This design comes from an exercise in tuning for small area, a short achievable clock period and few clock cycles per item on the open sky130 flow, not from production work.
Function was checked by simulation only, so behaviour that the tests miss may differ from the original.

==> run F: inputs <==
==> flow/design.v <==
module subleq_status(
	input [7:0] da,
	input [7:0] db,
	output [7:0] r,
	output le0        
	);
wire [8:0] d = { da[7], da } - { db[7], db };
assign le0 = d[8] | (da == db);
assign r = (d[8] ^ d[7]) ? { d[8], {7{~d[8]}} } : d[7:0];
endmodule
module subleq_ram(
	input clk,
	input [39:0] ba,         
	output [63:0] bq,        
	input [7:0] wa,
	input [7:0] wd,
	input we
	);
genvar k, w;
generate
	for (k = 0; k < 8; k = k + 1) begin : bank
		wire [4:0] a = ba[5*k +: 5];
		wire [255:0] cells;
		for (w = 0; w < 32; w = w + 1) begin : word
			reg [7:0] q;
			always @ (posedge clk) begin
				if (we && (wa == {w[4:0], k[2:0]}))
					q <= wd;
			end
			assign cells[8*w +: 8] = q;
		end
		reg [7:0] acc;
		integer i;
		always @ (*) begin
			acc = 8'd0;
			for (i = 0; i < 32; i = i + 1)
				acc = acc | (cells[8*i +: 8] & {8{a == i}});
		end
		assign bq[8*k +: 8] = acc;
	end
endgenerate
endmodule
module led_io(
	input clk,
	input rst_n,
	input [7:0] wa,
	input [7:0] wd,
	input we,
	input hw_en,
	input [2:0] hw_sel,    
	input [7:0] hw_d,
	output [2:0] led  
	);
reg red;
reg green;
reg blue;
wire hw_ff = (hw_d == 8'hff);
wire w_ff = (wd == 8'hff);
always @ (posedge clk or negedge rst_n) begin
	if (~rst_n)
		red <= 1'b0;
	else if (hw_en & hw_sel[0])
		red <= hw_ff;
	else if (we && (wa == 8'hfd))
		red <= w_ff;
end
always @ (posedge clk or negedge rst_n) begin
	if (~rst_n)
		green <= 1'b0;
	else if (hw_en & hw_sel[1])
		green <= hw_ff;
	else if (we && (wa == 8'hfe))
		green <= w_ff;
end
always @ (posedge clk or negedge rst_n) begin
	if (~rst_n)
		blue <= 1'b0;
	else if (hw_en & hw_sel[2])
		blue <= hw_ff;
	else if (we && (wa == 8'hff))
		blue <= w_ff;
end
assign led = { ~red, ~blue, ~green };
endmodule
module subleq_regs_exec(
	input clk,
	input rst_n,
	output reg [39:0] ba,
	input [63:0] bq,
	output reg [7:0] wa,
	output reg [7:0] wd,
	output reg we,
	output hw_en,
	output [2:0] hw_sel,
	output [7:0] da,
	output [7:0] db,
	input [7:0] r,
	input le0,
	input [7:0] write_adr_dat,
	input cpu_start,
	input write_address_set,
	input write_data_en,
	input read_start_set,
	input read_end_set,
	input read_stop,
	input start_trush,
	input start_step,
	input quit_cmd,
	input flushing_wq,
	output reg cpust_start,
	output [55:0] cpust_snd,
	output reg rdata_snd_start,
	output [23:0] rdata_snd,
	output reg trush_running
	);
localparam S_IDLE  = 3'd0;
localparam S_PREP  = 3'd1;
localparam S_FA    = 3'd2;
localparam S_FB    = 3'd3;
localparam S_DPREP = 3'd4;
localparam S_DF    = 3'd5;
localparam S_DWAIT = 3'd6;
reg [2:0] st;
reg running;
reg tp;             
reg sec;            
reg [7:0] pc;
reg [7:0] Ar, Br, Cr;       
reg [7:0] tpc, tB, tC;      
reg [7:0] dar, dbr;
reg dx;                     
reg [7:0] dend;
function [4:0] bank_word;   
input [7:0] p;
input [2:0] k;
begin
	bank_word = p[7:3] + { 4'd0, (k < p[2:0]) };
end
endfunction
function [7:0] sel8;
input [63:0] d;
input [2:0] s;
begin
	case (s)
		3'd0 : sel8 = d[7:0];
		3'd1 : sel8 = d[15:8];
		3'd2 : sel8 = d[23:16];
		3'd3 : sel8 = d[31:24];
		3'd4 : sel8 = d[39:32];
		3'd5 : sel8 = d[47:40];
		3'd6 : sel8 = d[55:48];
		default : sel8 = d[63:56];
	endcase
end
endfunction
wire [63:0] fq;
genvar k;
generate
	for (k = 0; k < 8; k = k + 1) begin : fwd
		wire hit = we & (wa[2:0] == k) & (wa[7:3] == ba[5*k +: 5]);
		assign fq[8*k +: 8] = hit ? wd : bq[8*k +: 8];
	end
endgenerate
wire [2:0] rot = (st == S_DF) ? wa[2:0] : pc[2:0];
wire [7:0] fA = sel8(fq, rot);
wire [7:0] fB = sel8(fq, rot + 3'd1);
wire [7:0] fC = sel8(fq, rot + 3'd2);
wire conflict = (Ar[2:0] == Br[2:0]) & (Ar[7:3] != Br[7:3]);
wire [7:0] rdA = sel8(fq, Ar[2:0]);
assign da = sec ? dar : rdA;
assign db = sel8(fq, Br[2:0]);
wire [7:0] pc3 = pc + 8'd3;
wire [7:0] npc = le0 ? Cr : pc3;
wire in_fb = (st == S_FB);
wire go = ~tp | (flushing_wq & ~quit_cmd);
wire first = in_fb & conflict & ~sec & go;
wire commit = in_fb & (~conflict | sec) & go;
wire abort = tp & quit_cmd & running;
wire cont = running & ~quit_cmd;
always @ (posedge clk or negedge rst_n) begin
	if (~rst_n)
		st <= S_IDLE;
	else case (st)
		S_IDLE :
			if (cpu_start | start_step)
				st <= S_PREP;
			else if (read_end_set)
				st <= S_DPREP;
		S_PREP :
			st <= abort ? S_IDLE : S_FA;
		S_FA :
			st <= abort ? S_IDLE : S_FB;
		S_FB :
			if (abort)
				st <= S_IDLE;
			else if (commit)
				st <= cont ? S_FA : S_IDLE;
		S_DPREP :
			st <= S_DF;
		S_DF :
			st <= S_DWAIT;
		S_DWAIT :
			if (read_stop)
				st <= S_IDLE;
			else if (flushing_wq)
				st <= (dnext >= { 1'b0, dend }) ? S_IDLE : S_DPREP;
		default :
			st <= S_IDLE;
	endcase
end
always @ (posedge clk or negedge rst_n) begin
	if (~rst_n)
		sec <= 1'b0;
	else
		sec <= first;
end
always @ (posedge clk or negedge rst_n) begin
	if (~rst_n)
		running <= 1'b0;
	else if (quit_cmd)
		running <= 1'b0;
	else if (cpu_start)
		running <= 1'b1;
end
always @ (posedge clk or negedge rst_n) begin
	if (~rst_n)
		tp <= 1'b0;
	else if (commit)
		tp <= 1'b1;
	else if (flushing_wq)
		tp <= 1'b0;
end
always @ (posedge clk or negedge rst_n) begin
	if (~rst_n) begin
		cpust_start <= 1'b0;
		rdata_snd_start <= 1'b0;
	end else begin
		cpust_start <= commit;
		rdata_snd_start <= (st == S_DF);
	end
end
always @ (posedge clk or negedge rst_n) begin
	if (~rst_n)
		pc <= 8'd0;
	else if (start_trush)
		pc <= 8'd0;
	else if (cpu_start)
		pc <= write_adr_dat;
	else if (commit)
		pc <= npc;
end
wire [7:0] src = (st == S_DPREP) ? wa : pc;
integer j;
always @ (posedge clk) begin
	for (j = 0; j < 8; j = j + 1) begin
		if ((st == S_PREP) | (st == S_DPREP))
			ba[5*j +: 5] <= bank_word(src, j);
		else if ((st == S_FA) | (st == S_DF))
			ba[5*j +: 5] <= (fA[2:0] == j) ? fA[7:3] : fB[7:3];
		else if (first) begin
			if (Br[2:0] == j)
				ba[5*j +: 5] <= Br[7:3];
		end else if (commit)
			ba[5*j +: 5] <= le0 ? bank_word(Cr, j) : bank_word(pc3, j);
	end
end
always @ (posedge clk) begin
	if ((st == S_FA) | (st == S_DF)) begin
		Ar <= fA;
		Br <= fB;
		Cr <= fC;
	end
end
always @ (posedge clk) begin
	if (commit) begin
		tpc <= pc;
		tB <= Br;
		tC <= Cr;
		dbr <= db;
	end
end
always @ (posedge clk) begin
	if (first | commit)
		dar <= da;
end
always @ (posedge clk or negedge rst_n) begin
	if (~rst_n) begin
		we <= 1'b0;
		trush_running <= 1'b0;
	end else begin
		we <= commit | write_data_en | start_trush | (trush_running & (wa != 8'hff));
		if (start_trush)
			trush_running <= 1'b1;
		else if (wa == 8'hff)
			trush_running <= 1'b0;
	end
end
wire [8:0] dnext = { dx, wa } + 9'd3;
always @ (posedge clk) begin
	if (commit)
		wa <= Ar;
	else if (start_trush)
		wa <= 8'd0;
	else if (write_address_set | read_start_set)
		wa <= write_adr_dat;
	else if ((st == S_DWAIT) & flushing_wq)
		wa <= dnext[7:0];
	else if (we & ~tp)
		wa <= wa + 8'd1;
end
always @ (posedge clk) begin
	if (commit)
		wd <= r;
	else if (start_trush)
		wd <= 8'd0;
	else if (write_data_en)
		wd <= write_adr_dat;
end
always @ (posedge clk) begin
	if (read_start_set)
		dx <= 1'b0;
	else if ((st == S_DWAIT) & flushing_wq)
		dx <= dnext[8];
end
always @ (posedge clk) begin
	if (read_end_set)
		dend <= write_adr_dat;
end
assign hw_en = write_data_en;
assign hw_sel[0] = we ? (wa == 8'hfc) : (wa == 8'hfd);
assign hw_sel[1] = we ? (wa == 8'hfd) : (wa == 8'hfe);
assign hw_sel[2] = we ? (wa == 8'hfe) : (wa == 8'hff);
assign cpust_snd = { tpc, wa, tB, tC, dar, dbr, wd };
assign rdata_snd = { Ar, Br, Cr };
endmodule
module subleq_core(
	input clk,
	input rst_n,
	input [7:0] write_adr_dat,
	input cpu_start,
	input write_address_set,
	input write_data_en,
	input read_start_set,
	input read_end_set,
	input read_stop,
	input start_trush,
	input start_step,
	input quit_cmd,
	input flushing_wq,
	output cpust_start,
	output [55:0] cpust_snd,
	output rdata_snd_start,
	output [23:0] rdata_snd,
	output trush_running,
	output [2:0] led
	);
wire [39:0] ba;
wire [63:0] bq;
wire [7:0] wa;
wire [7:0] wd;
wire we;
wire hw_en;
wire [2:0] hw_sel;
wire [7:0] da, db, r;
wire le0;
led_io led_io (
	.clk(clk),
	.rst_n(rst_n),
	.wa(wa),
	.wd(wd),
	.we(we),
	.hw_en(hw_en),
	.hw_sel(hw_sel),
	.hw_d(write_adr_dat),
	.led(led)
	);
subleq_ram subleq_ram (
	.clk(clk),
	.ba(ba),
	.bq(bq),
	.wa(wa),
	.wd(wd),
	.we(we)
	);
subleq_status subleq_status (
	.da(da),
	.db(db),
	.r(r),
	.le0(le0)
	);
subleq_regs_exec subleq_regs_exec (
	.clk(clk),
	.rst_n(rst_n),
	.ba(ba),
	.bq(bq),
	.wa(wa),
	.wd(wd),
	.we(we),
	.hw_en(hw_en),
	.hw_sel(hw_sel),
	.da(da),
	.db(db),
	.r(r),
	.le0(le0),
	.write_adr_dat(write_adr_dat),
	.cpu_start(cpu_start),
	.write_address_set(write_address_set),
	.write_data_en(write_data_en),
	.read_start_set(read_start_set),
	.read_end_set(read_end_set),
	.read_stop(read_stop),
	.start_trush(start_trush),
	.start_step(start_step),
	.quit_cmd(quit_cmd),
	.flushing_wq(flushing_wq),
	.cpust_start(cpust_start),
	.cpust_snd(cpust_snd),
	.rdata_snd_start(rdata_snd_start),
	.rdata_snd(rdata_snd),
	.trush_running(trush_running)
	);
endmodule
==> flow/run.sh <==
#!/bin/bash
# synth_recipe.tcl (not shown) runs the flow's synth.tcl, then flattens the netlist and writes it again
# the make line also repeats each setting of config.mk as NAME=value (left out here)
make -C /OpenROAD-flow-scripts/flow DESIGN_CONFIG=/design/flow/config.mk WORK_HOME=/design/flow/orfs CLKGATE_MAP_FILE= SYNTH_SCRIPT=/design/flow/synth_recipe.tcl finish
==> flow/config.mk <==
export PLATFORM = sky130hd
export DESIGN_NAME = subleq_core
export DESIGN_NICKNAME = subleq_core
export VERILOG_FILES = /design/flow/design.v
export SDC_FILE = /design/flow/constraint.sdc
export NUM_CORES = 4
export LEC_CHECK = 0
export CAP_MARGIN = 20
export CORE_MARGIN = 2
export CORE_UTILIZATION = 40
export SETUP_SLACK_MARGIN = 4
export SLEW_MARGIN = 20
==> flow/constraint.sdc <==
create_clock -name core_clock -period 10.0 [get_ports {clk}]
set_input_delay 2.0000 -clock core_clock [delete_from_list [all_inputs] [get_ports {clk}]]
set_output_delay 2.0000 -clock core_clock [all_outputs]
set_load 0.01 [all_outputs]
==> run E (differences from run F) <==
--- a/flow/design.v
+++ b/flow/design.v
@@ -6,6 +6,18 @@
 	);
 wire [8:0] d = { da[7], da } - { db[7], db };
-assign le0 = d[8] | (da == db);
 assign r = (d[8] ^ d[7]) ? { d[8], {7{~d[8]}} } : d[7:0];
+wire [7:0] ua = { ~da[7], da[6:0] };
+wire [7:0] ub = { ~db[7], db[6:0] };
+reg lt, eq;
+integer i;
+always @ (*) begin
+	lt = 1'b0;
+	eq = 1'b1;
+	for (i = 7; i >= 0; i = i - 1) begin
+		lt = lt | (eq & ~ua[i] & ub[i]);
+		eq = eq & ~(ua[i] ^ ub[i]);
+	end
+end
+assign le0 = lt | eq;
 endmodule
 module subleq_ram(
@@ -167,7 +179,17 @@
 wire [7:0] fC = sel8(fq, rot + 3'd2);
 wire conflict = (Ar[2:0] == Br[2:0]) & (Ar[7:3] != Br[7:3]);
-wire [7:0] rdA = sel8(fq, Ar[2:0]);
-assign da = sec ? dar : rdA;
-assign db = sel8(fq, Br[2:0]);
+reg [7:0] ohA, ohB;
+reg [7:0] rdA, rdB;
+integer m;
+always @ (*) begin
+	rdA = { 8{sec} } & dar;
+	rdB = 8'd0;
+	for (m = 0; m < 8; m = m + 1) begin
+		rdA = rdA | ({ 8{ohA[m]} } & bq[8*m +: 8]);
+		rdB = rdB | ({ 8{ohB[m]} } & bq[8*m +: 8]);
+	end
+end
+assign da = rdA;
+assign db = rdB;
 wire [7:0] pc3 = pc + 8'd3;
 wire [7:0] npc = le0 ? Cr : pc3;
@@ -266,4 +288,11 @@
 end
 always @ (posedge clk) begin
+	if ((st == S_FA) | (st == S_DF)) begin
+		ohA <= 8'd1 << fA[2:0];
+		ohB <= 8'd1 << fB[2:0];
+	end else if (first)
+		ohA <= 8'd0;
+end
+always @ (posedge clk) begin
 	if ((st == S_FA) | (st == S_DF)) begin
 		Ar <= fA;
--- a/flow/config.mk
+++ b/flow/config.mk
@@ -8,5 +8,5 @@
 export CAP_MARGIN = 20
 export CORE_MARGIN = 2
-export CORE_UTILIZATION = 40
-export SETUP_SLACK_MARGIN = 4
+export CORE_UTILIZATION = 45
+export SETUP_SLACK_MARGIN = 5
 export SLEW_MARGIN = 20
==> run summary <==
quantity                                                                                         run F                    run E
Run status                                                                     complete, no violations  complete, no violations
Synth warnings                                                                                       3                        4
Initial DRC Count                                                                                11.2k                    12.2k
Finished layout cell area                                                                  0.112 sq mm              0.117 sq mm
Basic-gate share of the synthesized area counting and, or, nand and nor cells                    0.137                    0.121
Post-cts repair resize count                                                                       170                      527
Site Rows                                                                                          179                      171
Core area                                                                                  0.238 sq mm              0.217 sq mm
Testbench counts of run F, summed over its fixed seeds: cycles 49,696, instrs 24,000.
Testbench counts of run E, summed over its fixed seeds: cycles 49,696, instrs 24,000.

==> re-timing with driven ports <==
No port has a modelled driver above. Below, the same layouts with a new extraction and two added sets of constraints.
Step 1 (the two cells are an assumption about what drives the block):
set clk [get_ports {clk}]
set_driving_cell -lib_cell sky130_fd_sc_hd__clkbuf_16 $clk
set_driving_cell -lib_cell sky130_fd_sc_hd__buf_2 [delete_from_list [all_inputs] $clk]
Step 2, shift: input delay + t, output delay - t, t = (earliest + latest rising clock arrival at the registers) / 2. This alone moves slack from input paths to output paths.
Slacks: ideal ports / drivers / drivers and shift; pairs: ideal ports / drivers.
run	t, ns	slack for setup (ns)	worst slew at a driven data input, ns	cell pins on the clock port's net
run F	0.990	3.976 / 3.976 / 3.702	0.20	1
run E	0.992	4.385 / 4.385 / 3.889	0.24	1
After both steps setup and hold are still met in every run listed. The setup slack of run E, which loses most, moves by 0.000 ns with the drivers and by -0.496 ns with both steps.
